This design comes from an exercise in tuning for small area, a short achievable clock period and few clock cycles per item on the open sky130 flow, not from production work.
Function was checked by simulation only, so behaviour that the tests miss may differ from the original.

**flow/run.sh**
```bash
#!/bin/bash
# synth_recipe.tcl (not shown) runs the flow's synth.tcl, then flattens the netlist and writes it again
# the make line also repeats each setting of config.mk as NAME=value (left out here)
make -C /OpenROAD-flow-scripts/flow DESIGN_CONFIG=/design/flow/config.mk WORK_HOME=/design/flow/orfs CLKGATE_MAP_FILE= SYNTH_SCRIPT=/design/flow/synth_recipe.tcl finish
```
**flow/constraint.sdc**
```tcl
create_clock -name core_clock -period 9.0 [get_ports {clk}]
set_input_delay 1.8000 -clock core_clock [delete_from_list [all_inputs] [get_ports {clk}]]
set_output_delay 1.8000 -clock core_clock [all_outputs]
set_load 0.01 [all_outputs]
```
**flow/config.mk**
```make
export PLATFORM = sky130hd
export DESIGN_NAME = logarithm
export DESIGN_NICKNAME = logarithm
export VERILOG_FILES = /design/flow/design.v
export SDC_FILE = /design/flow/constraint.sdc
export NUM_CORES = 4
export LEC_CHECK = 0
export CAP_MARGIN = 20
export CORE_MARGIN = 2
export CORE_UTILIZATION = 65
export PLACE_DENSITY = 0.75
export SETUP_SLACK_MARGIN = 3
export SLEW_MARGIN = 20
```
**flow/design.v**
```verilog
module logarithm #(
	parameter n = 16,
	parameter m = 24,
	parameter k = 5 ,
	parameter p = 24
) (
	input        clk  ,  
	input        reset,  
	input        start,
	input  [0:n] x    ,
	output [1:p] y    ,
	output       done
);
	reg  [23:0] f;
	reg  [24:0] r;           
	wire s1;
	wire c2;
	wire s3;
	wire c4;
	wire s5;
	wire c6;
	wire s7;
	wire c8;
	wire s9;
	wire c10;
	wire s11;
	wire c12;
	wire s13;
	wire c14;
	wire s15;
	wire c16;
	wire s17;
	wire c18;
	wire s19;
	wire c20;
	wire s21;
	wire c22;
	wire s23;
	wire c24;
	wire s25;
	wire c26;
	wire s27;
	wire c28;
	wire s29;
	wire c30;
	wire s31;
	wire c32;
	wire s33;
	wire c34;
	wire s35;
	wire c36;
	wire s37;
	wire c38;
	wire s39;
	wire c40;
	wire s41;
	wire c42;
	wire s43;
	wire c44;
	wire s45;
	wire c46;
	wire s47;
	wire c48;
	wire s49;
	wire c50;
	wire s51;
	wire c52;
	wire s53;
	wire c54;
	wire s55;
	wire c56;
	wire s57;
	wire c58;
	wire s59;
	wire c60;
	wire s61;
	wire c62;
	wire s63;
	wire c64;
	wire s65;
	wire c66;
	wire s67;
	wire c68;
	wire s69;
	wire c70;
	wire s71;
	wire c72;
	wire s73;
	wire c74;
	wire s75;
	wire c76;
	wire s77;
	wire c78;
	wire s79;
	wire c80;
	wire s81;
	wire c82;
	wire s83;
	wire c84;
	wire s85;
	wire c86;
	wire s87;
	wire c88;
	wire s89;
	wire c90;
	wire s91;
	wire c92;
	wire s93;
	wire c94;
	wire s95;
	wire c96;
	wire s97;
	wire c98;
	wire s99;
	wire c100;
	wire s101;
	wire c102;
	wire s103;
	wire c104;
	wire s105;
	wire c106;
	wire s107;
	wire c108;
	wire s109;
	wire c110;
	wire s111;
	wire c112;
	wire s113;
	wire c114;
	wire s115;
	wire c116;
	wire s117;
	wire c118;
	wire s119;
	wire c120;
	wire s121;
	wire c122;
	wire s123;
	wire c124;
	wire s125;
	wire c126;
	wire s127;
	wire c128;
	wire s129;
	wire c130;
	wire s131;
	wire c132;
	wire s133;
	wire c134;
	wire s135;
	wire c136;
	wire s137;
	wire c138;
	wire s139;
	wire c140;
	wire s141;
	wire c142;
	wire s143;
	wire c144;
	wire s145;
	wire c146;
	wire s147;
	wire c148;
	wire s149;
	wire c150;
	wire s151;
	wire c152;
	wire s153;
	wire c154;
	wire s155;
	wire c156;
	wire s157;
	wire c158;
	wire s159;
	wire c160;
	wire s161;
	wire c162;
	wire s163;
	wire c164;
	wire s165;
	wire c166;
	wire s167;
	wire c168;
	wire s169;
	wire c170;
	wire s171;
	wire c172;
	wire s173;
	wire c174;
	wire s175;
	wire c176;
	wire s177;
	wire c178;
	wire s179;
	wire c180;
	wire s181;
	wire c182;
	wire s183;
	wire c184;
	wire s185;
	wire c186;
	wire s187;
	wire c188;
	wire s189;
	wire c190;
	wire s191;
	wire c192;
	wire s193;
	wire c194;
	wire s195;
	wire c196;
	wire s197;
	wire c198;
	wire s199;
	wire c200;
	wire s201;
	wire c202;
	wire s203;
	wire c204;
	wire s205;
	wire c206;
	wire s207;
	wire c208;
	wire s209;
	wire c210;
	wire s211;
	wire c212;
	wire s213;
	wire c214;
	wire s215;
	wire c216;
	wire s217;
	wire c218;
	wire s219;
	wire c220;
	wire s221;
	wire c222;
	wire s223;
	wire c224;
	wire s225;
	wire c226;
	wire s227;
	wire c228;
	wire s229;
	wire c230;
	wire s231;
	wire c232;
	wire s233;
	wire c234;
	wire s235;
	wire c236;
	wire s237;
	wire c238;
	wire s239;
	wire c240;
	wire s241;
	wire c242;
	wire s243;
	wire c244;
	wire s245;
	wire c246;
	wire s247;
	wire c248;
	wire s249;
	wire c250;
	wire s251;
	wire c252;
	wire s253;
	wire c254;
	wire s255;
	wire c256;
	wire s257;
	wire c258;
	wire s259;
	wire c260;
	wire s261;
	wire c262;
	wire s263;
	wire c264;
	wire s265;
	wire c266;
	wire s267;
	wire c268;
	wire s269;
	wire c270;
	wire s271;
	wire c272;
	wire s273;
	wire c274;
	wire s275;
	wire c276;
	wire s277;
	wire c278;
	wire s279;
	wire c280;
	wire s281;
	wire c282;
	wire s283;
	wire c284;
	wire s285;
	wire c286;
	wire s287;
	wire c288;
	wire s289;
	wire c290;
	wire s291;
	wire c292;
	wire s293;
	wire c294;
	wire s295;
	wire c296;
	wire s297;
	wire c298;
	wire s299;
	wire c300;
	wire s301;
	wire c302;
	wire s303;
	wire c304;
	wire s305;
	wire c306;
	wire s307;
	wire c308;
	wire s309;
	wire c310;
	wire s311;
	wire c312;
	wire s313;
	wire c314;
	wire s315;
	wire c316;
	wire s317;
	wire c318;
	wire s319;
	wire c320;
	wire s321;
	wire c322;
	wire s323;
	wire c324;
	wire s325;
	wire c326;
	wire s327;
	wire c328;
	wire s329;
	wire c330;
	wire s331;
	wire c332;
	wire s333;
	wire c334;
	wire s335;
	wire c336;
	wire s337;
	wire c338;
	wire s339;
	wire c340;
	wire s341;
	wire c342;
	wire s343;
	wire c344;
	wire s345;
	wire c346;
	wire s347;
	wire c348;
	wire s349;
	wire c350;
	wire s351;
	wire c352;
	wire s353;
	wire c354;
	wire s355;
	wire c356;
	wire s357;
	wire c358;
	wire s359;
	wire c360;
	wire s361;
	wire c362;
	wire s363;
	wire c364;
	wire s365;
	wire c366;
	wire s367;
	wire c368;
	wire s369;
	wire c370;
	wire s371;
	wire c372;
	wire s373;
	wire c374;
	wire s375;
	wire c376;
	wire s377;
	wire c378;
	wire s379;
	wire c380;
	wire s381;
	wire c382;
	wire s383;
	wire c384;
	wire s385;
	wire c386;
	wire s387;
	wire c388;
	wire s389;
	wire c390;
	wire s391;
	wire c392;
	wire s393;
	wire c394;
	wire s395;
	wire c396;
	wire s397;
	wire c398;
	wire s399;
	wire c400;
	wire s401;
	wire c402;
	wire s403;
	wire c404;
	wire s405;
	wire c406;
	wire s407;
	wire c408;
	wire s409;
	wire c410;
	wire s411;
	wire c412;
	wire s413;
	wire c414;
	wire s415;
	wire c416;
	wire s417;
	wire c418;
	wire s419;
	wire c420;
	wire s421;
	wire c422;
	wire s423;
	wire c424;
	wire s425;
	wire c426;
	wire s427;
	wire c428;
	wire s429;
	wire c430;
	wire s431;
	wire c432;
	wire s433;
	wire c434;
	wire s435;
	wire c436;
	wire s437;
	wire c438;
	wire s439;
	wire c440;
	wire s441;
	wire c442;
	wire s443;
	wire c444;
	wire s445;
	wire c446;
	wire s447;
	wire c448;
	wire s449;
	wire c450;
	wire s451;
	wire c452;
	wire s453;
	wire c454;
	wire s455;
	wire c456;
	wire s457;
	wire c458;
	wire s459;
	wire c460;
	wire s461;
	wire c462;
	wire s463;
	wire c464;
	wire s465;
	wire c466;
	wire s467;
	wire c468;
	wire s469;
	wire c470;
	wire s471;
	wire c472;
	wire s473;
	wire c474;
	wire s475;
	wire c476;
	wire s477;
	wire c478;
	wire s479;
	wire c480;
	wire s481;
	wire c482;
	wire s483;
	wire c484;
	wire s485;
	wire c486;
	wire s487;
	wire c488;
	wire s489;
	wire c490;
	wire s491;
	wire c492;
	wire s493;
	wire c494;
	wire s495;
	wire c496;
	wire s497;
	wire c498;
	wire s499;
	wire c500;
	wire s501;
	wire c502;
	wire s503;
	wire c504;
	wire s505;
	wire c506;
	assign s1 = f[9] ^ (f[0] & f[17]);
	assign c2 = f[9] & (f[0] & f[17]);
	assign s3 = (f[0] & f[18]) ^ (f[1] & f[17]);
	assign c4 = (f[0] & f[18]) & (f[1] & f[17]);
	assign s5 = f[10] ^ (f[0] & f[19]) ^ (f[1] & f[18]);
	assign c6 = (f[10] & (f[0] & f[19])) | (f[10] & (f[1] & f[18])) | ((f[0] & f[19]) & (f[1] & f[18]));
	assign s7 = (f[2] & f[17]) ^ (f[3] & f[16]);
	assign c8 = (f[2] & f[17]) & (f[3] & f[16]);
	assign s9 = (f[0] & f[20]) ^ (f[1] & f[19]) ^ (f[2] & f[18]);
	assign c10 = ((f[0] & f[20]) & (f[1] & f[19])) | ((f[0] & f[20]) & (f[2] & f[18])) | ((f[1] & f[19]) & (f[2] & f[18]));
	assign s11 = (f[3] & f[17]) ^ (f[4] & f[16]);
	assign c12 = (f[3] & f[17]) & (f[4] & f[16]);
	assign s13 = f[11] ^ (f[0] & f[21]) ^ (f[1] & f[20]);
	assign c14 = (f[11] & (f[0] & f[21])) | (f[11] & (f[1] & f[20])) | ((f[0] & f[21]) & (f[1] & f[20]));
	assign s15 = (f[2] & f[19]) ^ (f[3] & f[18]) ^ (f[4] & f[17]);
	assign c16 = ((f[2] & f[19]) & (f[3] & f[18])) | ((f[2] & f[19]) & (f[4] & f[17])) | ((f[3] & f[18]) & (f[4] & f[17]));
	assign s17 = (f[5] & f[16]) ^ (f[6] & f[15]);
	assign c18 = (f[5] & f[16]) & (f[6] & f[15]);
	assign s19 = (f[0] & f[22]) ^ (f[1] & f[21]) ^ (f[2] & f[20]);
	assign c20 = ((f[0] & f[22]) & (f[1] & f[21])) | ((f[0] & f[22]) & (f[2] & f[20])) | ((f[1] & f[21]) & (f[2] & f[20]));
	assign s21 = (f[3] & f[19]) ^ (f[4] & f[18]) ^ (f[5] & f[17]);
	assign c22 = ((f[3] & f[19]) & (f[4] & f[18])) | ((f[3] & f[19]) & (f[5] & f[17])) | ((f[4] & f[18]) & (f[5] & f[17]));
	assign s23 = (f[6] & f[16]) ^ (f[7] & f[15]);
	assign c24 = (f[6] & f[16]) & (f[7] & f[15]);
	assign s25 = f[12] ^ (f[0] & f[23]) ^ (f[1] & f[22]);
	assign c26 = (f[12] & (f[0] & f[23])) | (f[12] & (f[1] & f[22])) | ((f[0] & f[23]) & (f[1] & f[22]));
	assign s27 = (f[2] & f[21]) ^ (f[3] & f[20]) ^ (f[4] & f[19]);
	assign c28 = ((f[2] & f[21]) & (f[3] & f[20])) | ((f[2] & f[21]) & (f[4] & f[19])) | ((f[3] & f[20]) & (f[4] & f[19]));
	assign s29 = (f[5] & f[18]) ^ (f[6] & f[17]) ^ (f[7] & f[16]);
	assign c30 = ((f[5] & f[18]) & (f[6] & f[17])) | ((f[5] & f[18]) & (f[7] & f[16])) | ((f[6] & f[17]) & (f[7] & f[16]));
	assign s31 = (f[8] & f[15]) ^ (f[9] & f[14]);
	assign c32 = (f[8] & f[15]) & (f[9] & f[14]);
	assign s33 = f[0] ^ (f[1] & f[23]) ^ (f[2] & f[22]);
	assign c34 = (f[0] & (f[1] & f[23])) | (f[0] & (f[2] & f[22])) | ((f[1] & f[23]) & (f[2] & f[22]));
	assign s35 = (f[3] & f[21]) ^ (f[4] & f[20]) ^ (f[5] & f[19]);
	assign c36 = ((f[3] & f[21]) & (f[4] & f[20])) | ((f[3] & f[21]) & (f[5] & f[19])) | ((f[4] & f[20]) & (f[5] & f[19]));
	assign s37 = (f[6] & f[18]) ^ (f[7] & f[17]) ^ (f[8] & f[16]);
	assign c38 = ((f[6] & f[18]) & (f[7] & f[17])) | ((f[6] & f[18]) & (f[8] & f[16])) | ((f[7] & f[17]) & (f[8] & f[16]));
	assign s39 = (f[9] & f[15]) ^ (f[10] & f[14]);
	assign c40 = (f[9] & f[15]) & (f[10] & f[14]);
	assign s41 = f[13] ^ f[1] ^ (f[2] & f[23]);
	assign c42 = (f[13] & f[1]) | (f[13] & (f[2] & f[23])) | (f[1] & (f[2] & f[23]));
	assign s43 = (f[3] & f[22]) ^ (f[4] & f[21]) ^ (f[5] & f[20]);
	assign c44 = ((f[3] & f[22]) & (f[4] & f[21])) | ((f[3] & f[22]) & (f[5] & f[20])) | ((f[4] & f[21]) & (f[5] & f[20]));
	assign s45 = (f[6] & f[19]) ^ (f[7] & f[18]) ^ (f[8] & f[17]);
	assign c46 = ((f[6] & f[19]) & (f[7] & f[18])) | ((f[6] & f[19]) & (f[8] & f[17])) | ((f[7] & f[18]) & (f[8] & f[17]));
	assign s47 = (f[9] & f[16]) ^ (f[10] & f[15]) ^ (f[11] & f[14]);
	assign c48 = ((f[9] & f[16]) & (f[10] & f[15])) | ((f[9] & f[16]) & (f[11] & f[14])) | ((f[10] & f[15]) & (f[11] & f[14]));
	assign s49 = f[2] ^ (f[3] & f[23]) ^ (f[4] & f[22]);
	assign c50 = (f[2] & (f[3] & f[23])) | (f[2] & (f[4] & f[22])) | ((f[3] & f[23]) & (f[4] & f[22]));
	assign s51 = (f[5] & f[21]) ^ (f[6] & f[20]) ^ (f[7] & f[19]);
	assign c52 = ((f[5] & f[21]) & (f[6] & f[20])) | ((f[5] & f[21]) & (f[7] & f[19])) | ((f[6] & f[20]) & (f[7] & f[19]));
	assign s53 = (f[8] & f[18]) ^ (f[9] & f[17]) ^ (f[10] & f[16]);
	assign c54 = ((f[8] & f[18]) & (f[9] & f[17])) | ((f[8] & f[18]) & (f[10] & f[16])) | ((f[9] & f[17]) & (f[10] & f[16]));
	assign s55 = f[14] ^ f[3] ^ (f[4] & f[23]);
	assign c56 = (f[14] & f[3]) | (f[14] & (f[4] & f[23])) | (f[3] & (f[4] & f[23]));
	assign s57 = (f[5] & f[22]) ^ (f[6] & f[21]) ^ (f[7] & f[20]);
	assign c58 = ((f[5] & f[22]) & (f[6] & f[21])) | ((f[5] & f[22]) & (f[7] & f[20])) | ((f[6] & f[21]) & (f[7] & f[20]));
	assign s59 = (f[8] & f[19]) ^ (f[9] & f[18]) ^ (f[10] & f[17]);
	assign c60 = ((f[8] & f[19]) & (f[9] & f[18])) | ((f[8] & f[19]) & (f[10] & f[17])) | ((f[9] & f[18]) & (f[10] & f[17]));
	assign s61 = f[4] ^ (f[5] & f[23]) ^ (f[6] & f[22]);
	assign c62 = (f[4] & (f[5] & f[23])) | (f[4] & (f[6] & f[22])) | ((f[5] & f[23]) & (f[6] & f[22]));
	assign s63 = (f[7] & f[21]) ^ (f[8] & f[20]) ^ (f[9] & f[19]);
	assign c64 = ((f[7] & f[21]) & (f[8] & f[20])) | ((f[7] & f[21]) & (f[9] & f[19])) | ((f[8] & f[20]) & (f[9] & f[19]));
	assign s65 = f[15] ^ f[5] ^ (f[6] & f[23]);
	assign c66 = (f[15] & f[5]) | (f[15] & (f[6] & f[23])) | (f[5] & (f[6] & f[23]));
	assign s67 = (f[7] & f[22]) ^ (f[8] & f[21]) ^ (f[9] & f[20]);
	assign c68 = ((f[7] & f[22]) & (f[8] & f[21])) | ((f[7] & f[22]) & (f[9] & f[20])) | ((f[8] & f[21]) & (f[9] & f[20]));
	assign s69 = f[6] ^ (f[7] & f[23]) ^ (f[8] & f[22]);
	assign c70 = (f[6] & (f[7] & f[23])) | (f[6] & (f[8] & f[22])) | ((f[7] & f[23]) & (f[8] & f[22]));
	assign s71 = f[16] ^ f[7] ^ (f[8] & f[23]);
	assign c72 = (f[16] & f[7]) | (f[16] & (f[8] & f[23])) | (f[7] & (f[8] & f[23]));
	assign s73 = f[6] ^ (f[0] & f[11]);
	assign c74 = f[6] & (f[0] & f[11]);
	assign s75 = (f[0] & f[12]) ^ (f[1] & f[11]);
	assign c76 = (f[0] & f[12]) & (f[1] & f[11]);
	assign s77 = f[7] ^ (f[0] & f[13]) ^ (f[1] & f[12]);
	assign c78 = (f[7] & (f[0] & f[13])) | (f[7] & (f[1] & f[12])) | ((f[0] & f[13]) & (f[1] & f[12]));
	assign s79 = (f[2] & f[11]) ^ (f[3] & f[10]);
	assign c80 = (f[2] & f[11]) & (f[3] & f[10]);
	assign s81 = (f[0] & f[14]) ^ (f[1] & f[13]) ^ (f[2] & f[12]);
	assign c82 = ((f[0] & f[14]) & (f[1] & f[13])) | ((f[0] & f[14]) & (f[2] & f[12])) | ((f[1] & f[13]) & (f[2] & f[12]));
	assign s83 = (f[3] & f[11]) ^ (f[4] & f[10]);
	assign c84 = (f[3] & f[11]) & (f[4] & f[10]);
	assign s85 = f[8] ^ (f[0] & f[15]) ^ (f[1] & f[14]);
	assign c86 = (f[8] & (f[0] & f[15])) | (f[8] & (f[1] & f[14])) | ((f[0] & f[15]) & (f[1] & f[14]));
	assign s87 = (f[2] & f[13]) ^ (f[3] & f[12]) ^ (f[4] & f[11]);
	assign c88 = ((f[2] & f[13]) & (f[3] & f[12])) | ((f[2] & f[13]) & (f[4] & f[11])) | ((f[3] & f[12]) & (f[4] & f[11]));
	assign s89 = (f[5] & f[10]) ^ (f[6] & f[9]);
	assign c90 = (f[5] & f[10]) & (f[6] & f[9]);
	assign s91 = (f[0] & f[16]) ^ (f[1] & f[15]) ^ (f[2] & f[14]);
	assign c92 = ((f[0] & f[16]) & (f[1] & f[15])) | ((f[0] & f[16]) & (f[2] & f[14])) | ((f[1] & f[15]) & (f[2] & f[14]));
	assign s93 = (f[3] & f[13]) ^ (f[4] & f[12]) ^ (f[5] & f[11]);
	assign c94 = ((f[3] & f[13]) & (f[4] & f[12])) | ((f[3] & f[13]) & (f[5] & f[11])) | ((f[4] & f[12]) & (f[5] & f[11]));
	assign s95 = (f[6] & f[10]) ^ (f[7] & f[9]);
	assign c96 = (f[6] & f[10]) & (f[7] & f[9]);
	assign s97 = (f[1] & f[16]) ^ (f[2] & f[15]) ^ (f[3] & f[14]);
	assign c98 = ((f[1] & f[16]) & (f[2] & f[15])) | ((f[1] & f[16]) & (f[3] & f[14])) | ((f[2] & f[15]) & (f[3] & f[14]));
	assign s99 = (f[4] & f[13]) ^ (f[5] & f[12]) ^ (f[6] & f[11]);
	assign c100 = ((f[4] & f[13]) & (f[5] & f[12])) | ((f[4] & f[13]) & (f[6] & f[11])) | ((f[5] & f[12]) & (f[6] & f[11]));
	assign s101 = (f[7] & f[10]) ^ (f[8] & f[9]) ^ s1;
	assign c102 = ((f[7] & f[10]) & (f[8] & f[9])) | ((f[7] & f[10]) & s1) | ((f[8] & f[9]) & s1);
	assign s103 = (f[2] & f[16]) ^ (f[3] & f[15]) ^ (f[4] & f[14]);
	assign c104 = ((f[2] & f[16]) & (f[3] & f[15])) | ((f[2] & f[16]) & (f[4] & f[14])) | ((f[3] & f[15]) & (f[4] & f[14]));
	assign s105 = (f[5] & f[13]) ^ (f[6] & f[12]) ^ (f[7] & f[11]);
	assign c106 = ((f[5] & f[13]) & (f[6] & f[12])) | ((f[5] & f[13]) & (f[7] & f[11])) | ((f[6] & f[12]) & (f[7] & f[11]));
	assign s107 = (f[8] & f[10]) ^ c2 ^ s3;
	assign c108 = ((f[8] & f[10]) & c2) | ((f[8] & f[10]) & s3) | (c2 & s3);
	assign s109 = (f[4] & f[15]) ^ (f[5] & f[14]) ^ (f[6] & f[13]);
	assign c110 = ((f[4] & f[15]) & (f[5] & f[14])) | ((f[4] & f[15]) & (f[6] & f[13])) | ((f[5] & f[14]) & (f[6] & f[13]));
	assign s111 = (f[7] & f[12]) ^ (f[8] & f[11]) ^ (f[9] & f[10]);
	assign c112 = ((f[7] & f[12]) & (f[8] & f[11])) | ((f[7] & f[12]) & (f[9] & f[10])) | ((f[8] & f[11]) & (f[9] & f[10]));
	assign s113 = c4 ^ s7 ^ s5;
	assign c114 = (c4 & s7) | (c4 & s5) | (s7 & s5);
	assign s115 = (f[5] & f[15]) ^ (f[6] & f[14]) ^ (f[7] & f[13]);
	assign c116 = ((f[5] & f[15]) & (f[6] & f[14])) | ((f[5] & f[15]) & (f[7] & f[13])) | ((f[6] & f[14]) & (f[7] & f[13]));
	assign s117 = (f[8] & f[12]) ^ (f[9] & f[11]) ^ c8;
	assign c118 = ((f[8] & f[12]) & (f[9] & f[11])) | ((f[8] & f[12]) & c8) | ((f[9] & f[11]) & c8);
	assign s119 = s11 ^ c6 ^ s9;
	assign c120 = (s11 & c6) | (s11 & s9) | (c6 & s9);
	assign s121 = (f[7] & f[14]) ^ (f[8] & f[13]) ^ (f[9] & f[12]);
	assign c122 = ((f[7] & f[14]) & (f[8] & f[13])) | ((f[7] & f[14]) & (f[9] & f[12])) | ((f[8] & f[13]) & (f[9] & f[12]));
	assign s123 = (f[10] & f[11]) ^ c12 ^ s17;
	assign c124 = ((f[10] & f[11]) & c12) | ((f[10] & f[11]) & s17) | (c12 & s17);
	assign s125 = c10 ^ s13 ^ s15;
	assign c126 = (c10 & s13) | (c10 & s15) | (s13 & s15);
	assign s127 = (f[8] & f[14]) ^ (f[9] & f[13]) ^ (f[10] & f[12]);
	assign c128 = ((f[8] & f[14]) & (f[9] & f[13])) | ((f[8] & f[14]) & (f[10] & f[12])) | ((f[9] & f[13]) & (f[10] & f[12]));
	assign s129 = c18 ^ s23 ^ c14;
	assign c130 = (c18 & s23) | (c18 & c14) | (s23 & c14);
	assign s131 = c16 ^ s19 ^ s21;
	assign c132 = (c16 & s19) | (c16 & s21) | (s19 & s21);
	assign s133 = (f[10] & f[13]) ^ (f[11] & f[12]) ^ c24;
	assign c134 = ((f[10] & f[13]) & (f[11] & f[12])) | ((f[10] & f[13]) & c24) | ((f[11] & f[12]) & c24);
	assign s135 = s31 ^ c20 ^ c22;
	assign c136 = (s31 & c20) | (s31 & c22) | (c20 & c22);
	assign s137 = s25 ^ s27 ^ s29;
	assign c138 = (s25 & s27) | (s25 & s29) | (s27 & s29);
	assign s139 = (f[11] & f[13]) ^ c32 ^ s39;
	assign c140 = ((f[11] & f[13]) & c32) | ((f[11] & f[13]) & s39) | (c32 & s39);
	assign s141 = c26 ^ c28 ^ c30;
	assign c142 = (c26 & c28) | (c26 & c30) | (c28 & c30);
	assign s143 = s33 ^ s35 ^ s37;
	assign c144 = (s33 & s35) | (s33 & s37) | (s35 & s37);
	assign s145 = (f[12] & f[13]) ^ c40 ^ c34;
	assign c146 = ((f[12] & f[13]) & c40) | ((f[12] & f[13]) & c34) | (c40 & c34);
	assign s147 = c36 ^ c38 ^ s41;
	assign c148 = (c36 & c38) | (c36 & s41) | (c38 & s41);
	assign s149 = s43 ^ s45 ^ s47;
	assign c150 = (s43 & s45) | (s43 & s47) | (s45 & s47);
	assign s151 = (f[11] & f[15]) ^ (f[12] & f[14]) ^ c42;
	assign c152 = ((f[11] & f[15]) & (f[12] & f[14])) | ((f[11] & f[15]) & c42) | ((f[12] & f[14]) & c42);
	assign s153 = c44 ^ c46 ^ c48;
	assign c154 = (c44 & c46) | (c44 & c48) | (c46 & c48);
	assign s155 = s49 ^ s51 ^ s53;
	assign c156 = (s49 & s51) | (s49 & s53) | (s51 & s53);
	assign s157 = (f[11] & f[16]) ^ (f[12] & f[15]) ^ (f[13] & f[14]);
	assign c158 = ((f[11] & f[16]) & (f[12] & f[15])) | ((f[11] & f[16]) & (f[13] & f[14])) | ((f[12] & f[15]) & (f[13] & f[14]));
	assign s159 = c50 ^ c52 ^ c54;
	assign c160 = (c50 & c52) | (c50 & c54) | (c52 & c54);
	assign s161 = s55 ^ s57 ^ s59;
	assign c162 = (s55 & s57) | (s55 & s59) | (s57 & s59);
	assign s163 = (f[10] & f[18]) ^ (f[11] & f[17]) ^ (f[12] & f[16]);
	assign c164 = ((f[10] & f[18]) & (f[11] & f[17])) | ((f[10] & f[18]) & (f[12] & f[16])) | ((f[11] & f[17]) & (f[12] & f[16]));
	assign s165 = (f[13] & f[15]) ^ c56 ^ c58;
	assign c166 = ((f[13] & f[15]) & c56) | ((f[13] & f[15]) & c58) | (c56 & c58);
	assign s167 = c60 ^ s61 ^ s63;
	assign c168 = (c60 & s61) | (c60 & s63) | (s61 & s63);
	assign s169 = (f[10] & f[19]) ^ (f[11] & f[18]) ^ (f[12] & f[17]);
	assign c170 = ((f[10] & f[19]) & (f[11] & f[18])) | ((f[10] & f[19]) & (f[12] & f[17])) | ((f[11] & f[18]) & (f[12] & f[17]));
	assign s171 = (f[13] & f[16]) ^ (f[14] & f[15]) ^ c62;
	assign c172 = ((f[13] & f[16]) & (f[14] & f[15])) | ((f[13] & f[16]) & c62) | ((f[14] & f[15]) & c62);
	assign s173 = c64 ^ s65 ^ s67;
	assign c174 = (c64 & s65) | (c64 & s67) | (s65 & s67);
	assign s175 = (f[9] & f[21]) ^ (f[10] & f[20]) ^ (f[11] & f[19]);
	assign c176 = ((f[9] & f[21]) & (f[10] & f[20])) | ((f[9] & f[21]) & (f[11] & f[19])) | ((f[10] & f[20]) & (f[11] & f[19]));
	assign s177 = (f[12] & f[18]) ^ (f[13] & f[17]) ^ (f[14] & f[16]);
	assign c178 = ((f[12] & f[18]) & (f[13] & f[17])) | ((f[12] & f[18]) & (f[14] & f[16])) | ((f[13] & f[17]) & (f[14] & f[16]));
	assign s179 = c66 ^ c68 ^ s69;
	assign c180 = (c66 & c68) | (c66 & s69) | (c68 & s69);
	assign s181 = (f[9] & f[22]) ^ (f[10] & f[21]) ^ (f[11] & f[20]);
	assign c182 = ((f[9] & f[22]) & (f[10] & f[21])) | ((f[9] & f[22]) & (f[11] & f[20])) | ((f[10] & f[21]) & (f[11] & f[20]));
	assign s183 = (f[12] & f[19]) ^ (f[13] & f[18]) ^ (f[14] & f[17]);
	assign c184 = ((f[12] & f[19]) & (f[13] & f[18])) | ((f[12] & f[19]) & (f[14] & f[17])) | ((f[13] & f[18]) & (f[14] & f[17]));
	assign s185 = (f[15] & f[16]) ^ c70 ^ s71;
	assign c186 = ((f[15] & f[16]) & c70) | ((f[15] & f[16]) & s71) | (c70 & s71);
	assign s187 = f[8] ^ (f[9] & f[23]) ^ (f[10] & f[22]);
	assign c188 = (f[8] & (f[9] & f[23])) | (f[8] & (f[10] & f[22])) | ((f[9] & f[23]) & (f[10] & f[22]));
	assign s189 = (f[11] & f[21]) ^ (f[12] & f[20]) ^ (f[13] & f[19]);
	assign c190 = ((f[11] & f[21]) & (f[12] & f[20])) | ((f[11] & f[21]) & (f[13] & f[19])) | ((f[12] & f[20]) & (f[13] & f[19]));
	assign s191 = (f[14] & f[18]) ^ (f[15] & f[17]) ^ c72;
	assign c192 = ((f[14] & f[18]) & (f[15] & f[17])) | ((f[14] & f[18]) & c72) | ((f[15] & f[17]) & c72);
	assign s193 = f[17] ^ f[9] ^ (f[10] & f[23]);
	assign c194 = (f[17] & f[9]) | (f[17] & (f[10] & f[23])) | (f[9] & (f[10] & f[23]));
	assign s195 = (f[11] & f[22]) ^ (f[12] & f[21]) ^ (f[13] & f[20]);
	assign c196 = ((f[11] & f[22]) & (f[12] & f[21])) | ((f[11] & f[22]) & (f[13] & f[20])) | ((f[12] & f[21]) & (f[13] & f[20]));
	assign s197 = (f[14] & f[19]) ^ (f[15] & f[18]) ^ (f[16] & f[17]);
	assign c198 = ((f[14] & f[19]) & (f[15] & f[18])) | ((f[14] & f[19]) & (f[16] & f[17])) | ((f[15] & f[18]) & (f[16] & f[17]));
	assign s199 = f[10] ^ (f[11] & f[23]) ^ (f[12] & f[22]);
	assign c200 = (f[10] & (f[11] & f[23])) | (f[10] & (f[12] & f[22])) | ((f[11] & f[23]) & (f[12] & f[22]));
	assign s201 = (f[13] & f[21]) ^ (f[14] & f[20]) ^ (f[15] & f[19]);
	assign c202 = ((f[13] & f[21]) & (f[14] & f[20])) | ((f[13] & f[21]) & (f[15] & f[19])) | ((f[14] & f[20]) & (f[15] & f[19]));
	assign s203 = f[18] ^ f[11] ^ (f[12] & f[23]);
	assign c204 = (f[18] & f[11]) | (f[18] & (f[12] & f[23])) | (f[11] & (f[12] & f[23]));
	assign s205 = (f[13] & f[22]) ^ (f[14] & f[21]) ^ (f[15] & f[20]);
	assign c206 = ((f[13] & f[22]) & (f[14] & f[21])) | ((f[13] & f[22]) & (f[15] & f[20])) | ((f[14] & f[21]) & (f[15] & f[20]));
	assign s207 = f[12] ^ (f[13] & f[23]) ^ (f[14] & f[22]);
	assign c208 = (f[12] & (f[13] & f[23])) | (f[12] & (f[14] & f[22])) | ((f[13] & f[23]) & (f[14] & f[22]));
	assign s209 = f[19] ^ f[13] ^ (f[14] & f[23]);
	assign c210 = (f[19] & f[13]) | (f[19] & (f[14] & f[23])) | (f[13] & (f[14] & f[23]));
	assign s211 = f[4] ^ (f[0] & f[7]);
	assign c212 = f[4] & (f[0] & f[7]);
	assign s213 = (f[0] & f[8]) ^ (f[1] & f[7]);
	assign c214 = (f[0] & f[8]) & (f[1] & f[7]);
	assign s215 = f[5] ^ (f[0] & f[9]) ^ (f[1] & f[8]);
	assign c216 = (f[5] & (f[0] & f[9])) | (f[5] & (f[1] & f[8])) | ((f[0] & f[9]) & (f[1] & f[8]));
	assign s217 = (f[2] & f[7]) ^ (f[3] & f[6]);
	assign c218 = (f[2] & f[7]) & (f[3] & f[6]);
	assign s219 = (f[0] & f[10]) ^ (f[1] & f[9]) ^ (f[2] & f[8]);
	assign c220 = ((f[0] & f[10]) & (f[1] & f[9])) | ((f[0] & f[10]) & (f[2] & f[8])) | ((f[1] & f[9]) & (f[2] & f[8]));
	assign s221 = (f[3] & f[7]) ^ (f[4] & f[6]);
	assign c222 = (f[3] & f[7]) & (f[4] & f[6]);
	assign s223 = (f[1] & f[10]) ^ (f[2] & f[9]) ^ (f[3] & f[8]);
	assign c224 = ((f[1] & f[10]) & (f[2] & f[9])) | ((f[1] & f[10]) & (f[3] & f[8])) | ((f[2] & f[9]) & (f[3] & f[8]));
	assign s225 = (f[4] & f[7]) ^ (f[5] & f[6]) ^ s73;
	assign c226 = ((f[4] & f[7]) & (f[5] & f[6])) | ((f[4] & f[7]) & s73) | ((f[5] & f[6]) & s73);
	assign s227 = (f[2] & f[10]) ^ (f[3] & f[9]) ^ (f[4] & f[8]);
	assign c228 = ((f[2] & f[10]) & (f[3] & f[9])) | ((f[2] & f[10]) & (f[4] & f[8])) | ((f[3] & f[9]) & (f[4] & f[8]));
	assign s229 = (f[5] & f[7]) ^ c74 ^ s75;
	assign c230 = ((f[5] & f[7]) & c74) | ((f[5] & f[7]) & s75) | (c74 & s75);
	assign s231 = (f[4] & f[9]) ^ (f[5] & f[8]) ^ (f[6] & f[7]);
	assign c232 = ((f[4] & f[9]) & (f[5] & f[8])) | ((f[4] & f[9]) & (f[6] & f[7])) | ((f[5] & f[8]) & (f[6] & f[7]));
	assign s233 = c76 ^ s79 ^ s77;
	assign c234 = (c76 & s79) | (c76 & s77) | (s79 & s77);
	assign s235 = (f[5] & f[9]) ^ (f[6] & f[8]) ^ c80;
	assign c236 = ((f[5] & f[9]) & (f[6] & f[8])) | ((f[5] & f[9]) & c80) | ((f[6] & f[8]) & c80);
	assign s237 = s83 ^ c78 ^ s81;
	assign c238 = (s83 & c78) | (s83 & s81) | (c78 & s81);
	assign s239 = (f[7] & f[8]) ^ c84 ^ s89;
	assign c240 = ((f[7] & f[8]) & c84) | ((f[7] & f[8]) & s89) | (c84 & s89);
	assign s241 = c82 ^ s85 ^ s87;
	assign c242 = (c82 & s85) | (c82 & s87) | (s85 & s87);
	assign s243 = c90 ^ s95 ^ c86;
	assign c244 = (c90 & s95) | (c90 & c86) | (s95 & c86);
	assign s245 = c88 ^ s91 ^ s93;
	assign c246 = (c88 & s91) | (c88 & s93) | (s91 & s93);
	assign s247 = c96 ^ c92 ^ c94;
	assign c248 = (c96 & c92) | (c96 & c94) | (c92 & c94);
	assign s249 = s97 ^ s99 ^ s101;
	assign c250 = (s97 & s99) | (s97 & s101) | (s99 & s101);
	assign s251 = c98 ^ c100 ^ s103;
	assign c252 = (c98 & c100) | (c98 & s103) | (c100 & s103);
	assign s253 = s105 ^ c102 ^ s107;
	assign c254 = (s105 & c102) | (s105 & s107) | (c102 & s107);
	assign s255 = c104 ^ c106 ^ s109;
	assign c256 = (c104 & c106) | (c104 & s109) | (c106 & s109);
	assign s257 = s111 ^ c108 ^ s113;
	assign c258 = (s111 & c108) | (s111 & s113) | (c108 & s113);
	assign s259 = c110 ^ c112 ^ s115;
	assign c260 = (c110 & c112) | (c110 & s115) | (c112 & s115);
	assign s261 = s117 ^ c114 ^ s119;
	assign c262 = (s117 & c114) | (s117 & s119) | (c114 & s119);
	assign s263 = c116 ^ s121 ^ c118;
	assign c264 = (c116 & s121) | (c116 & c118) | (s121 & c118);
	assign s265 = s123 ^ c120 ^ s125;
	assign c266 = (s123 & c120) | (s123 & s125) | (c120 & s125);
	assign s267 = c122 ^ s127 ^ c124;
	assign c268 = (c122 & s127) | (c122 & c124) | (s127 & c124);
	assign s269 = c126 ^ s129 ^ s131;
	assign c270 = (c126 & s129) | (c126 & s131) | (s129 & s131);
	assign s271 = c128 ^ s133 ^ c130;
	assign c272 = (c128 & s133) | (c128 & c130) | (s133 & c130);
	assign s273 = c132 ^ s135 ^ s137;
	assign c274 = (c132 & s135) | (c132 & s137) | (s135 & s137);
	assign s275 = c134 ^ c136 ^ s139;
	assign c276 = (c134 & c136) | (c134 & s139) | (c136 & s139);
	assign s277 = c138 ^ s141 ^ s143;
	assign c278 = (c138 & s141) | (c138 & s143) | (s141 & s143);
	assign s279 = c140 ^ c142 ^ c144;
	assign c280 = (c140 & c142) | (c140 & c144) | (c142 & c144);
	assign s281 = s145 ^ s147 ^ s149;
	assign c282 = (s145 & s147) | (s145 & s149) | (s147 & s149);
	assign s283 = c146 ^ c148 ^ c150;
	assign c284 = (c146 & c148) | (c146 & c150) | (c148 & c150);
	assign s285 = s151 ^ s153 ^ s155;
	assign c286 = (s151 & s153) | (s151 & s155) | (s153 & s155);
	assign s287 = s157 ^ c152 ^ c154;
	assign c288 = (s157 & c152) | (s157 & c154) | (c152 & c154);
	assign s289 = c156 ^ s159 ^ s161;
	assign c290 = (c156 & s159) | (c156 & s161) | (s159 & s161);
	assign s291 = c158 ^ s163 ^ c160;
	assign c292 = (c158 & s163) | (c158 & c160) | (s163 & c160);
	assign s293 = c162 ^ s165 ^ s167;
	assign c294 = (c162 & s165) | (c162 & s167) | (s165 & s167);
	assign s295 = c164 ^ s169 ^ c166;
	assign c296 = (c164 & s169) | (c164 & c166) | (s169 & c166);
	assign s297 = c168 ^ s171 ^ s173;
	assign c298 = (c168 & s171) | (c168 & s173) | (s171 & s173);
	assign s299 = c170 ^ s175 ^ s177;
	assign c300 = (c170 & s175) | (c170 & s177) | (s175 & s177);
	assign s301 = c172 ^ c174 ^ s179;
	assign c302 = (c172 & c174) | (c172 & s179) | (c174 & s179);
	assign s303 = c176 ^ c178 ^ s181;
	assign c304 = (c176 & c178) | (c176 & s181) | (c178 & s181);
	assign s305 = s183 ^ c180 ^ s185;
	assign c306 = (s183 & c180) | (s183 & s185) | (c180 & s185);
	assign s307 = c182 ^ c184 ^ s187;
	assign c308 = (c182 & c184) | (c182 & s187) | (c184 & s187);
	assign s309 = s189 ^ c186 ^ s191;
	assign c310 = (s189 & c186) | (s189 & s191) | (c186 & s191);
	assign s311 = c188 ^ c190 ^ s193;
	assign c312 = (c188 & c190) | (c188 & s193) | (c190 & s193);
	assign s313 = s195 ^ s197 ^ c192;
	assign c314 = (s195 & s197) | (s195 & c192) | (s197 & c192);
	assign s315 = (f[16] & f[18]) ^ c194 ^ c196;
	assign c316 = ((f[16] & f[18]) & c194) | ((f[16] & f[18]) & c196) | (c194 & c196);
	assign s317 = c198 ^ s199 ^ s201;
	assign c318 = (c198 & s199) | (c198 & s201) | (s199 & s201);
	assign s319 = (f[16] & f[19]) ^ (f[17] & f[18]) ^ c200;
	assign c320 = ((f[16] & f[19]) & (f[17] & f[18])) | ((f[16] & f[19]) & c200) | ((f[17] & f[18]) & c200);
	assign s321 = c202 ^ s203 ^ s205;
	assign c322 = (c202 & s203) | (c202 & s205) | (s203 & s205);
	assign s323 = (f[15] & f[21]) ^ (f[16] & f[20]) ^ (f[17] & f[19]);
	assign c324 = ((f[15] & f[21]) & (f[16] & f[20])) | ((f[15] & f[21]) & (f[17] & f[19])) | ((f[16] & f[20]) & (f[17] & f[19]));
	assign s325 = c204 ^ c206 ^ s207;
	assign c326 = (c204 & c206) | (c204 & s207) | (c206 & s207);
	assign s327 = (f[15] & f[22]) ^ (f[16] & f[21]) ^ (f[17] & f[20]);
	assign c328 = ((f[15] & f[22]) & (f[16] & f[21])) | ((f[15] & f[22]) & (f[17] & f[20])) | ((f[16] & f[21]) & (f[17] & f[20]));
	assign s329 = (f[18] & f[19]) ^ c208 ^ s209;
	assign c330 = ((f[18] & f[19]) & c208) | ((f[18] & f[19]) & s209) | (c208 & s209);
	assign s331 = f[14] ^ (f[15] & f[23]) ^ (f[16] & f[22]);
	assign c332 = (f[14] & (f[15] & f[23])) | (f[14] & (f[16] & f[22])) | ((f[15] & f[23]) & (f[16] & f[22]));
	assign s333 = (f[17] & f[21]) ^ (f[18] & f[20]) ^ c210;
	assign c334 = ((f[17] & f[21]) & (f[18] & f[20])) | ((f[17] & f[21]) & c210) | ((f[18] & f[20]) & c210);
	assign s335 = f[20] ^ f[15] ^ (f[16] & f[23]);
	assign c336 = (f[20] & f[15]) | (f[20] & (f[16] & f[23])) | (f[15] & (f[16] & f[23]));
	assign s337 = (f[17] & f[22]) ^ (f[18] & f[21]) ^ (f[19] & f[20]);
	assign c338 = ((f[17] & f[22]) & (f[18] & f[21])) | ((f[17] & f[22]) & (f[19] & f[20])) | ((f[18] & f[21]) & (f[19] & f[20]));
	assign s339 = f[16] ^ (f[17] & f[23]) ^ (f[18] & f[22]);
	assign c340 = (f[16] & (f[17] & f[23])) | (f[16] & (f[18] & f[22])) | ((f[17] & f[23]) & (f[18] & f[22]));
	assign s341 = f[21] ^ f[17] ^ (f[18] & f[23]);
	assign c342 = (f[21] & f[17]) | (f[21] & (f[18] & f[23])) | (f[17] & (f[18] & f[23]));
	assign s343 = f[3] ^ (f[0] & f[5]);
	assign c344 = f[3] & (f[0] & f[5]);
	assign s345 = (f[0] & f[6]) ^ (f[1] & f[5]);
	assign c346 = (f[0] & f[6]) & (f[1] & f[5]);
	assign s347 = (f[1] & f[6]) ^ (f[2] & f[5]) ^ (f[3] & f[4]);
	assign c348 = ((f[1] & f[6]) & (f[2] & f[5])) | ((f[1] & f[6]) & (f[3] & f[4])) | ((f[2] & f[5]) & (f[3] & f[4]));
	assign s349 = (f[2] & f[6]) ^ (f[3] & f[5]) ^ c212;
	assign c350 = ((f[2] & f[6]) & (f[3] & f[5])) | ((f[2] & f[6]) & c212) | ((f[3] & f[5]) & c212);
	assign s351 = (f[4] & f[5]) ^ c214 ^ s217;
	assign c352 = ((f[4] & f[5]) & c214) | ((f[4] & f[5]) & s217) | (c214 & s217);
	assign s353 = c218 ^ s221 ^ c216;
	assign c354 = (c218 & s221) | (c218 & c216) | (s221 & c216);
	assign s355 = c222 ^ c220 ^ s223;
	assign c356 = (c222 & c220) | (c222 & s223) | (c220 & s223);
	assign s357 = c224 ^ s227 ^ c226;
	assign c358 = (c224 & s227) | (c224 & c226) | (s227 & c226);
	assign s359 = c228 ^ s231 ^ c230;
	assign c360 = (c228 & s231) | (c228 & c230) | (s231 & c230);
	assign s361 = c232 ^ s235 ^ c234;
	assign c362 = (c232 & s235) | (c232 & c234) | (s235 & c234);
	assign s363 = c236 ^ s239 ^ c238;
	assign c364 = (c236 & s239) | (c236 & c238) | (s239 & c238);
	assign s365 = c240 ^ c242 ^ s243;
	assign c366 = (c240 & c242) | (c240 & s243) | (c242 & s243);
	assign s367 = c244 ^ c246 ^ s247;
	assign c368 = (c244 & c246) | (c244 & s247) | (c246 & s247);
	assign s369 = c248 ^ s251 ^ c250;
	assign c370 = (c248 & s251) | (c248 & c250) | (s251 & c250);
	assign s371 = c252 ^ s255 ^ c254;
	assign c372 = (c252 & s255) | (c252 & c254) | (s255 & c254);
	assign s373 = c256 ^ s259 ^ c258;
	assign c374 = (c256 & s259) | (c256 & c258) | (s259 & c258);
	assign s375 = c260 ^ s263 ^ c262;
	assign c376 = (c260 & s263) | (c260 & c262) | (s263 & c262);
	assign s377 = c264 ^ s267 ^ c266;
	assign c378 = (c264 & s267) | (c264 & c266) | (s267 & c266);
	assign s379 = c268 ^ s271 ^ c270;
	assign c380 = (c268 & s271) | (c268 & c270) | (s271 & c270);
	assign s381 = c272 ^ s275 ^ c274;
	assign c382 = (c272 & s275) | (c272 & c274) | (s275 & c274);
	assign s383 = c276 ^ c278 ^ s279;
	assign c384 = (c276 & c278) | (c276 & s279) | (c278 & s279);
	assign s385 = c280 ^ c282 ^ s283;
	assign c386 = (c280 & c282) | (c280 & s283) | (c282 & s283);
	assign s387 = c284 ^ s287 ^ c286;
	assign c388 = (c284 & s287) | (c284 & c286) | (s287 & c286);
	assign s389 = c288 ^ s291 ^ c290;
	assign c390 = (c288 & s291) | (c288 & c290) | (s291 & c290);
	assign s391 = c292 ^ s295 ^ c294;
	assign c392 = (c292 & s295) | (c292 & c294) | (s295 & c294);
	assign s393 = s299 ^ c296 ^ c298;
	assign c394 = (s299 & c296) | (s299 & c298) | (c296 & c298);
	assign s395 = c300 ^ s303 ^ c302;
	assign c396 = (c300 & s303) | (c300 & c302) | (s303 & c302);
	assign s397 = c304 ^ s307 ^ c306;
	assign c398 = (c304 & s307) | (c304 & c306) | (s307 & c306);
	assign s399 = c308 ^ s311 ^ c310;
	assign c400 = (c308 & s311) | (c308 & c310) | (s311 & c310);
	assign s401 = c312 ^ s315 ^ s317;
	assign c402 = (c312 & s315) | (c312 & s317) | (s315 & s317);
	assign s403 = c316 ^ c318 ^ s319;
	assign c404 = (c316 & c318) | (c316 & s319) | (c318 & s319);
	assign s405 = s323 ^ c320 ^ c322;
	assign c406 = (s323 & c320) | (s323 & c322) | (c320 & c322);
	assign s407 = c324 ^ s327 ^ c326;
	assign c408 = (c324 & s327) | (c324 & c326) | (s327 & c326);
	assign s409 = c328 ^ s331 ^ c330;
	assign c410 = (c328 & s331) | (c328 & c330) | (s331 & c330);
	assign s411 = c332 ^ s335 ^ s337;
	assign c412 = (c332 & s335) | (c332 & s337) | (s335 & s337);
	assign s413 = (f[19] & f[21]) ^ c336 ^ c338;
	assign c414 = ((f[19] & f[21]) & c336) | ((f[19] & f[21]) & c338) | (c336 & c338);
	assign s415 = (f[19] & f[22]) ^ (f[20] & f[21]) ^ c340;
	assign c416 = ((f[19] & f[22]) & (f[20] & f[21])) | ((f[19] & f[22]) & c340) | ((f[20] & f[21]) & c340);
	assign s417 = f[18] ^ (f[19] & f[23]) ^ (f[20] & f[22]);
	assign c418 = (f[18] & (f[19] & f[23])) | (f[18] & (f[20] & f[22])) | ((f[19] & f[23]) & (f[20] & f[22]));
	assign s419 = f[22] ^ f[19] ^ (f[20] & f[23]);
	assign c420 = (f[22] & f[19]) | (f[22] & (f[20] & f[23])) | (f[19] & (f[20] & f[23]));
	assign s421 = f[2] ^ (f[0] & f[3]);
	assign c422 = f[2] & (f[0] & f[3]);
	assign s423 = (f[0] & f[4]) ^ (f[1] & f[3]);
	assign c424 = (f[0] & f[4]) & (f[1] & f[3]);
	assign s425 = (f[1] & f[4]) ^ (f[2] & f[3]) ^ s343;
	assign c426 = ((f[1] & f[4]) & (f[2] & f[3])) | ((f[1] & f[4]) & s343) | ((f[2] & f[3]) & s343);
	assign s427 = (f[2] & f[4]) ^ c344 ^ s345;
	assign c428 = ((f[2] & f[4]) & c344) | ((f[2] & f[4]) & s345) | (c344 & s345);
	assign s429 = c346 ^ s211 ^ s347;
	assign c430 = (c346 & s211) | (c346 & s347) | (s211 & s347);
	assign s431 = s213 ^ c348 ^ s349;
	assign c432 = (s213 & c348) | (s213 & s349) | (c348 & s349);
	assign s433 = s215 ^ c350 ^ s351;
	assign c434 = (s215 & c350) | (s215 & s351) | (c350 & s351);
	assign s435 = s219 ^ c352 ^ s353;
	assign c436 = (s219 & c352) | (s219 & s353) | (c352 & s353);
	assign s437 = c354 ^ s225 ^ s355;
	assign c438 = (c354 & s225) | (c354 & s355) | (s225 & s355);
	assign s439 = s229 ^ c356 ^ s357;
	assign c440 = (s229 & c356) | (s229 & s357) | (c356 & s357);
	assign s441 = s233 ^ c358 ^ s359;
	assign c442 = (s233 & c358) | (s233 & s359) | (c358 & s359);
	assign s443 = s237 ^ c360 ^ s361;
	assign c444 = (s237 & c360) | (s237 & s361) | (c360 & s361);
	assign s445 = s241 ^ c362 ^ s363;
	assign c446 = (s241 & c362) | (s241 & s363) | (c362 & s363);
	assign s447 = s245 ^ c364 ^ s365;
	assign c448 = (s245 & c364) | (s245 & s365) | (c364 & s365);
	assign s449 = c366 ^ s249 ^ s367;
	assign c450 = (c366 & s249) | (c366 & s367) | (s249 & s367);
	assign s451 = c368 ^ s253 ^ s369;
	assign c452 = (c368 & s253) | (c368 & s369) | (s253 & s369);
	assign s453 = s257 ^ c370 ^ s371;
	assign c454 = (s257 & c370) | (s257 & s371) | (c370 & s371);
	assign s455 = s261 ^ c372 ^ s373;
	assign c456 = (s261 & c372) | (s261 & s373) | (c372 & s373);
	assign s457 = s265 ^ c374 ^ s375;
	assign c458 = (s265 & c374) | (s265 & s375) | (c374 & s375);
	assign s459 = s269 ^ c376 ^ s377;
	assign c460 = (s269 & c376) | (s269 & s377) | (c376 & s377);
	assign s461 = s273 ^ c378 ^ s379;
	assign c462 = (s273 & c378) | (s273 & s379) | (c378 & s379);
	assign s463 = s277 ^ c380 ^ s381;
	assign c464 = (s277 & c380) | (s277 & s381) | (c380 & s381);
	assign s465 = s281 ^ c382 ^ s383;
	assign c466 = (s281 & c382) | (s281 & s383) | (c382 & s383);
	assign s467 = s285 ^ c384 ^ s385;
	assign c468 = (s285 & c384) | (s285 & s385) | (c384 & s385);
	assign s469 = s289 ^ c386 ^ s387;
	assign c470 = (s289 & c386) | (s289 & s387) | (c386 & s387);
	assign s471 = s293 ^ c388 ^ s389;
	assign c472 = (s293 & c388) | (s293 & s389) | (c388 & s389);
	assign s473 = s297 ^ c390 ^ s391;
	assign c474 = (s297 & c390) | (s297 & s391) | (c390 & s391);
	assign s475 = s301 ^ c392 ^ s393;
	assign c476 = (s301 & c392) | (s301 & s393) | (c392 & s393);
	assign s477 = s305 ^ c394 ^ s395;
	assign c478 = (s305 & c394) | (s305 & s395) | (c394 & s395);
	assign s479 = s309 ^ c396 ^ s397;
	assign c480 = (s309 & c396) | (s309 & s397) | (c396 & s397);
	assign s481 = s313 ^ c398 ^ s399;
	assign c482 = (s313 & c398) | (s313 & s399) | (c398 & s399);
	assign s483 = c314 ^ s401 ^ c400;
	assign c484 = (c314 & s401) | (c314 & c400) | (s401 & c400);
	assign s485 = s321 ^ c402 ^ s403;
	assign c486 = (s321 & c402) | (s321 & s403) | (c402 & s403);
	assign s487 = s325 ^ c404 ^ s405;
	assign c488 = (s325 & c404) | (s325 & s405) | (c404 & s405);
	assign s489 = s329 ^ c406 ^ s407;
	assign c490 = (s329 & c406) | (s329 & s407) | (c406 & s407);
	assign s491 = s333 ^ c408 ^ s409;
	assign c492 = (s333 & c408) | (s333 & s409) | (c408 & s409);
	assign s493 = c334 ^ s411 ^ c410;
	assign c494 = (c334 & s411) | (c334 & c410) | (s411 & c410);
	assign s495 = s339 ^ c412 ^ s413;
	assign c496 = (s339 & c412) | (s339 & s413) | (c412 & s413);
	assign s497 = s341 ^ c414 ^ s415;
	assign c498 = (s341 & c414) | (s341 & s415) | (c414 & s415);
	assign s499 = c342 ^ s417 ^ c416;
	assign c500 = (c342 & s417) | (c342 & c416) | (s417 & c416);
	assign s501 = (f[21] & f[22]) ^ c418 ^ s419;
	assign c502 = ((f[21] & f[22]) & c418) | ((f[21] & f[22]) & s419) | (c418 & s419);
	assign s503 = f[20] ^ (f[21] & f[23]) ^ c420;
	assign c504 = (f[20] & (f[21] & f[23])) | (f[20] & c420) | ((f[21] & f[23]) & c420);
	assign s505 = f[23] ^ f[21] ^ (f[22] & f[23]);
	assign c506 = (f[23] & f[21]) | (f[23] & (f[22] & f[23])) | (f[21] & (f[22] & f[23]));
	wire [49:0] ta = {1'b0, f[23], c506, c504, c502, c500, c498, c496, c494, c492, c490, c488, c486, c484, c482, c480, c478, c476, c474, c472, c470, c468, c466, c464, c462, c460, c458, c456, c454, c452, c450, c448, c446, c444, c442, c440, c438, c436, c434, c432, c430, c428, c426, c424, c422, s421, (f[0] & f[2]), f[1], 1'b0, f[0]};
	wire [49:0] tb = {1'b0, 1'b0, f[22], s505, s503, s501, s499, s497, s495, s493, s491, s489, s487, s485, s483, s481, s479, s477, s475, s473, s471, s469, s467, s465, s463, s461, s459, s457, s455, s453, s451, s449, s447, s445, s443, s441, s439, s437, s435, s433, s431, s429, s427, s425, s423, (f[1] & f[2]), 1'b0, (f[0] & f[1]), 1'b0, 1'b0};
	wire [49:0] t  = ta + tb;
	wire [25:0] s  = t[49:24];
	wire        b  = s[25] | s[24];
	wire [23:0] fn = b ? {s[25], s[23:1]} : s[23:0];
	always @(posedge clk)
		f <= r[24] ? {x[1:n], {(m-n){1'b0}}} : fn;
	always @(posedge clk or negedge reset) begin
		if (~reset)
			r[24] <= 1'b1;
		else if (start | ~r[24])
			r[24] <= start ? 1'b0 : r[23];
	end
	always @(posedge clk) begin
		if (start | ~r[24])
			r[23:0] <= start ? 24'd1 : {r[22:0], b & x[0]};
	end
	assign done = r[24];
	assign y    = r[23:0];
endmodule
```
==> results of run 1 <==
-- state kept, by name, indices dropped and copies added (netlist names) --
signal	cells
r	25
f	24
-- metrics by stage --
| step | hold slack (ns) | instances | setup slack (ns) | utilization [%] |
|---|---|---|---|---|
| after global placement | 0.483 | 1577 | 2.08 | 69.1 |
| after global routing | 0.539 | 1665 | 2.91 | 77.0 |
| final | 0.499 | 1665 | 3.13 | 77.0 |
| after floorplan | 0.535 | 1352 | 3.01 | - |
| after detailed placement | 0.483 | 1577 | 2.03 | 69.1 |
| after CTS | 0.500 | 1617 | 3.00 | 72.9 |
-- path summary, 6_finish.rpt --
path / end / slack [ns]
worst max-delay path: f[15] / 3.13
worst min-delay path: r[24] / 0.50
worst max register to register: f[15] / 3.13
worst min register to register: r[24] / 0.50
max in group asynchronous: r[24] / 7.17
min in group asynchronous: r[24] / 1.81
-- repair_timing --
item                       4_1_cts  5_1_grt
setup buffers                   29       43
gates resized for setup         64       72
setup endpoints to repair       25       25
cloned                           3        5
hold buffers                     0        0
pin swaps                        4       24
-- layer usage --
metal  up-vias  share of wire [%]  wire [µm]
met1      4870                 37      12700
met3       150                7.2       2500
met2       489                 51      17700
met5         -                  0          0
met4         0                4.8       1670
li1       4286                  -          -
-- worst min-delay path: stages (launching register included) --
cell and delay, ns:
edfxtp_1 0.34, nor2_1 0.04, nor2_1 0.08
-- kinds of logic after synthesis --
family	after synthesis	synth area share [%]
flops	49	10.5
buf+inv	368	12.0
simple gates	437	18.5
mux	8	0.695
compound gates	160	9.12
xor+xnor	24	1.80
fa+ha+maj	306	47.4
-- cells in the final DEF, fill, tap and decap left out, types with 10 or more instances in the layout --
| cell type | Yosys | final |
|---|---|---|
| nor2_1 | 70 | 65 |
| dfxtp_4 | 0 | 20 |
| clkinvlp_4 | 0 | 11 |
| nand2_1 | 165 | 164 |
| buf_12 | 0 | 12 |
| clkbuf_16 | 0 | 11 |
| nor2b_1 | 26 | 26 |
| nand3_1 | 10 | 10 |
| xor2_1 | 11 | 11 |
| fa_1 | 229 | 221 |
| and2_1 | 118 | 117 |
| clkdlybuf4s50_1 | 0 | 44 |
| a21o_1 | 19 | 18 |
| buf_4 | 0 | 66 |
| xnor2_1 | 13 | 13 |
| a21oi_1 | 49 | 47 |
| nand4_1 | 15 | 15 |
| ha_1 | 77 | 68 |
| o21ai_0 | 18 | 16 |
| o211ai_1 | 10 | 10 |
| edfxtp_1 | 24 | 24 |
| inv_1 | 305 | 292 |
-- area by class of cell --
class,instances,area (µm²),share of cell area (%)
multi-input combinational,935,9250,67.6
timing repair buffer,138,1490,10.9
sequential,49,1300,9.53
inverter,306,1190,8.71
tap,229,287,2.09
clock buffer,7,154,1.12
clock inverter,1,8.76,0.0640
==> run notes, run 1 <==
Summed over all layers, the global routing overflow is 0. The yosys synthesis warning count is 1. The class of the tightest hold or removal check is reg -> reg. For the worst flop-to-flop path, the logic depth is 21. The initial antenna violation count came out at 1. Setup repair after global routing could not meet its margin everywhere. From synthesis to final layout, the design area changed by 17.0%. The total wirelength of the detailed-routed design is approximately 35 mm.

The die height is 138 µm. For the final routed database, the setup TNS stands at 0 ns. The startpoint identified for the worst register-to-register timing path is f[20].

The number of placement rows came out at 49. The critical path required time came out at 9.13 ns. fa_1 takes more of the synthesized area than any other cell. Counting instances in the post-synthesis netlist gives the leading cell types as 305 x inv_1, 229 x fa_1, 165 x nand2_1, 118 x and2_1, 77 x ha_1.

The clock-pin slew on the worst setup and hold paths is ~0.070 ns. The count of final setup violators is 0. The number of violations of the max-capacitance limit is 0. The most used flip-flop cell after synthesis is edfxtp_1. For this block, the via count after detailed routing is 9795. The fraction of registers with async set or reset after synthesis is 2.04%. The maximum fanout along the worst path is 8. The first-pass GRT wire length is about 52 mm.

Before antenna repair, the detailed router went through 6 iterations. The residual antenna-violating net count after detailed routing is 0. The final HPWL from detailed placement came out at 23.5 mm. The fraction of layout cells with a size suffix above 1 is about an eighth. The maximum clock skew at final layout came out at roughly 0.0079 ns. The synthesized design contains 24 enable-type register cells. The critical path class is reg -> reg.

Walking the worst path, the cells encountered are clkinvlp_4 -> buf_4 -> nor2_1 -> fa_1 -> inv_1 -> fa_1 -> fa_1 -> inv_1 -> fa_1 -> fa_1 -> ha_2 -> a21oi_1 -> o21ai_0 -> nor2_1 -> and4_1 -> or4_4 -> nand2_4 -> buf_4 -> a21oi_1 -> a21oi_1 -> o21ai_1. The floorplan die area came out at roughly 19000 µm². The number of nets in the final layout came out at about 1800. The actual slew at the worst max-slew pin is 0.888 ns.

After synthesis, the cell types taking the most area are fa_1 39%, inv_1 9.8%, ha_1 8.2%, and2_1 6.3%, edfxtp_1 6.2%. The worst hold path stage count is 2. The fraction of post-synthesis cell area in the top cell type by area came out at between 30% and 40%. The minimum clock period came out at approximately 5.9 ns. The number of DRC markers after the initial detailed-route iteration came out at roughly 780. The vias per cell came out at slightly below 6. The clock latency on the worst-skew pair came out at between 0.2 and 0.3 ns.

Global routing consumed, on the met3 layer, under 10% of the routing resources. TritonCTS built the clock tree. The net count after synthesis came out at 1678. The total non-filler cell area in the finished layout is 13700 µm².

The area of placed instances is 12300 µm². The total count of max-transition violations in the final report was 0. Synthesis handed over a netlist of ~1400 instances. The detailed-route DRC error count is 0. The worst hold path begins at r[23]. After global routing, the most crowded layer is met2. The buffer and inverter count on the worst path came out at 5. The area of the core came out at approximately 18000 µm². The all-layer global routing usage came out at about a third. Buffers placed on the I/O ports in this run total 44. Global routing used a little over two fifths of the available met1 tracks. The critical path runs through a total of 21 cells. The number of filler instances in the final layout came out at between 1000 and 1500.

The met2 capacity usage during global routing is between 60 and 70%. The flow ran to the end and the layout has no timing, DRC or antenna violations. The via count of the first global-routing pass came to 9964. The placer's final routability congestion estimate came out at between 0.9 and 1. The slowest stage of the critical path is the or4_4 cell. The arrival time of the worst setup path came out at approximately 6 ns.

The register bit total from synthesis came out at around 50. The number of buffers between clock root and the deepest sink came out at 2. The post-synthesis sequential area ratio came out at a little over a tenth. The initial core utilization came out at roughly 66%. Based on the critical path, the design can be clocked at up to 170 MHz.

The most numerous cell on the critical path is fa_1. The average instance area after synthesis is about 8.7 µm². The final number of hold-violating endpoints is 0. inv_1 is the most common cell in the netlist.

STA classifies the critical path startpoint as a register. The pin count of the biggest net entering global routing is 37. For this run, the slowest stage of the critical path takes ~0.54 ns. The headroom to the max-slew limit is between 40% and 50%.

The count of boundary I/O pins came out at 45. The H-tree was split into 2 levels.

In this design, the largest share of critical-path delay is due to adder cells. Summing every instance area after synthesis gives approximately 12000 µm².

The TritonCTS buffer count is 5. The number of clock sinks is 49. The share of the cycle needed by the critical path after routing is approximately 65%. The number of diodes added for antenna fixing is 0.

Tracing the worst setup path back leads to its startpoint at f[20]. After synthesis, the netlist uses just over 60 different library cells. In the final routed layout, each cell accounts on average for around 21 µm. STA classifies the critical path endpoint as a register. The horizontal extent of the die is between 100 and 150 µm. Clock tree synthesis selected as its root buffer the cell clkbuf_16.
Testbench counts, summed over its fixed seeds: cycles 41,600, items 1,600.
==> run 2, diff against run 1 <==
--- a/flow/config.mk
+++ b/flow/config.mk
@@ -11,3 +11,2 @@
 export PLACE_DENSITY = 0.75
-export SETUP_SLACK_MARGIN = 3
 export SLEW_MARGIN = 20
==> run notes, run 2 <==
The synthesized design spends more area on one cell type than any other, namely fa_1. The number of H-tree levels came out at 2 (unchanged).

The post-synthesis sequential area ratio came out at 10.5% (unchanged). The detailed-route DRC error count came out at 0 (unchanged). The number of cells produced by synthesis was 1352 (unchanged). By instance count, the cell type seen most on the critical path is fa_1. The clock-pin slew on the worst setup and hold paths came out at 0.07 ns (about the same).

The number of buffers between clock root and the deepest sink came to 2 (unchanged). The fraction of registers with async set or reset after synthesis is 2.04% (unchanged). After synthesis, the cell types taking the most area are fa_1 39%, inv_1 9.8%, ha_1 8.2%, and2_1 6.3%, edfxtp_1 6.2%. STA classifies the critical path startpoint as a register. The most common flop cell mapped by yosys is edfxtp_1.

Leaving out fill and tap cells, the most frequent cell in the layout is inv_1. The placer's final routability congestion estimate came out at 0.949 (+0.63%). The yosys synthesis warning count came out at 1 (unchanged).

The total count of max-transition violations in the final report is 0 (unchanged). The number of filler instances in the final layout was 1458 (+11%). The number of instances resized during post-cts repair is 0 (-100%). The via count is 9233 (-5.7%). The growth of design area from synthesis to finish came out at 6.71%. The flow ran to the end and the layout has no timing, DRC or antenna violations. The register containing the most flip-flops in the final layout is r. The average instance area after synthesis is 8.65 µm² (unchanged). The first-pass GRT wire length is 50.1 mm (-4.3%). The setup TNS came out at 0 ns (unchanged). The all-layer global routing usage came out at 33.0% (-1.9 points). TritonCTS built the clock tree. The mapped cell area came out at 11700 µm² (unchanged).

The routed wire length per instance came out at 19.5 µm (-6.4%). The clock latency on the worst-skew pair is 0.29 ns (about the same). The arrival time of the worst setup path came to 7.11 ns (+1.11 ns).

The horizontal extent of the die is 138 µm (unchanged). The register bit total from synthesis came out at 49 (unchanged). The final HPWL from detailed placement is 23.7 mm (+0.92%). The post-layout instance count excluding filler cells came out at 1589 (-4.6%). The fraction of post-synthesis cell area in the top cell type by area is 39.2% (unchanged).

The floorplan die area is 19100 µm² (unchanged). The headroom to the max-slew limit came to 38.5% (-2.1 points). The TritonCTS buffer count is 5 (unchanged). The number of DRC markers after the initial detailed-route iteration is 614 (-21%). Setup repair after global routing left no endpoint under its margin.

The number of placement rows is 49 (unchanged). The count of final setup violators came out at 0 (unchanged). The maximum clock skew at final layout is 0.00499 ns (-0.00294 ns). The number of setup buffers added after CTS was 0 (-100%).
## run 2: cell counts after synthesis
No cell type changed its count.
## run 2: logic make-up (layout without fill, tap and decap cells)
kind of cell	after synthesis	count (layout)	share of synthesized area, %
multiplexers	8	8	0.695
AND/OR/NAND/NOR	437	437	18.5
adder cells (fa/ha/maj)	306	306	47.4
AO/OA/AOI/OAI	160	160	9.12
flip-flops	49	49	10.5
buffers and inverters	368	376	12.0
XOR/XNOR	24	24	1.80
## run 2: layout make-up
type	count	area, µm²	area share, %
timing repair buffer	62	576	4.61
sequential	49	1230	9.85
clock inverter	2	38.8	0.311
multi-input combinational	935	9070	72.7
clock buffer	6	129	1.03
inverter	306	1150	9.20
tap	229	287	2.30
## run 2: worst min-delay path, delay by kind of cell, from the launching register on
| family | cells | cell delay [ns] |
|---|---|---|
| DFF | 1 | 0.35 |
| and+or+nand+nor | 2 | 0.12 |
## run 2: path summary, 6_finish.rpt
check,end,slack (ns),from,cells past startpoint
max,f[23],2.12,f[8],19
min,r[24],0.52,r[23],2
max reg2reg,f[23],2.12,f[8],19
min reg2reg,r[24],0.52,r[23],2
max in group asynchronous,r[24],7.17,reset,1
min in group asynchronous,r[24],1.81,reset,1
## run 2: metrics by stage
stage               hold slack (ns)  cell area (µm²)  setup WS [ns]
floorplan                     0.535            11700           2.94
global placement              0.473            12300           2.38
detailed placement            0.502            12300           2.21
CTS                           0.520            12500           2.17
global route                  0.566            12500           1.82
finish                        0.515            12500           2.12
## run 2: per-layer routing
| layer | up-vias | GRT usage [%] | wire length [µm] |
|---|---|---|---|
| li1 | 4129 | - | - |
| met5 | - | 0 | 0 |
| met2 | 380 | 57.8 | 15600 |
| met3 | 87 | 3.19 | 1960 |
| met1 | 4637 | 43.7 | 12200 |
| met4 | 0 | 10.7 | 1160 |

## re-timing with driven ports
How much do the figures lean on ideal ports? The routed layouts below were timed once more, with nothing changed but the port constraints.
Step 1 assumes that a clkbuf_16 drives the clock port and a buf_2 every other input.
Step 2 times the ports against the registers' clock, not the clock port: input delays grow and output delays shrink by t, the midpoint of the rising clock arrivals with the driver on.
Slacks: ideal / step 1 / step 2; pairs: ideal / step 1.
| run | t (ns) | setup WS [ns] | worst hold slack (ns) | latest minus earliest clock arrival (ns) | pins driven straight from the clock port |
|---|---|---|---|---|---|
| run 1 | 0.322 | 3.128 / 3.128 / 3.128 | 0.499 / 0.499 / 0.499 | 0.008 / 0.008 | 1 |
| run 2 | 0.322 | 2.122 / 2.122 / 2.122 | 0.515 / 0.515 / 0.515 | 0.005 / 0.005 | 1 |
After both steps setup and hold are still met in every run listed.
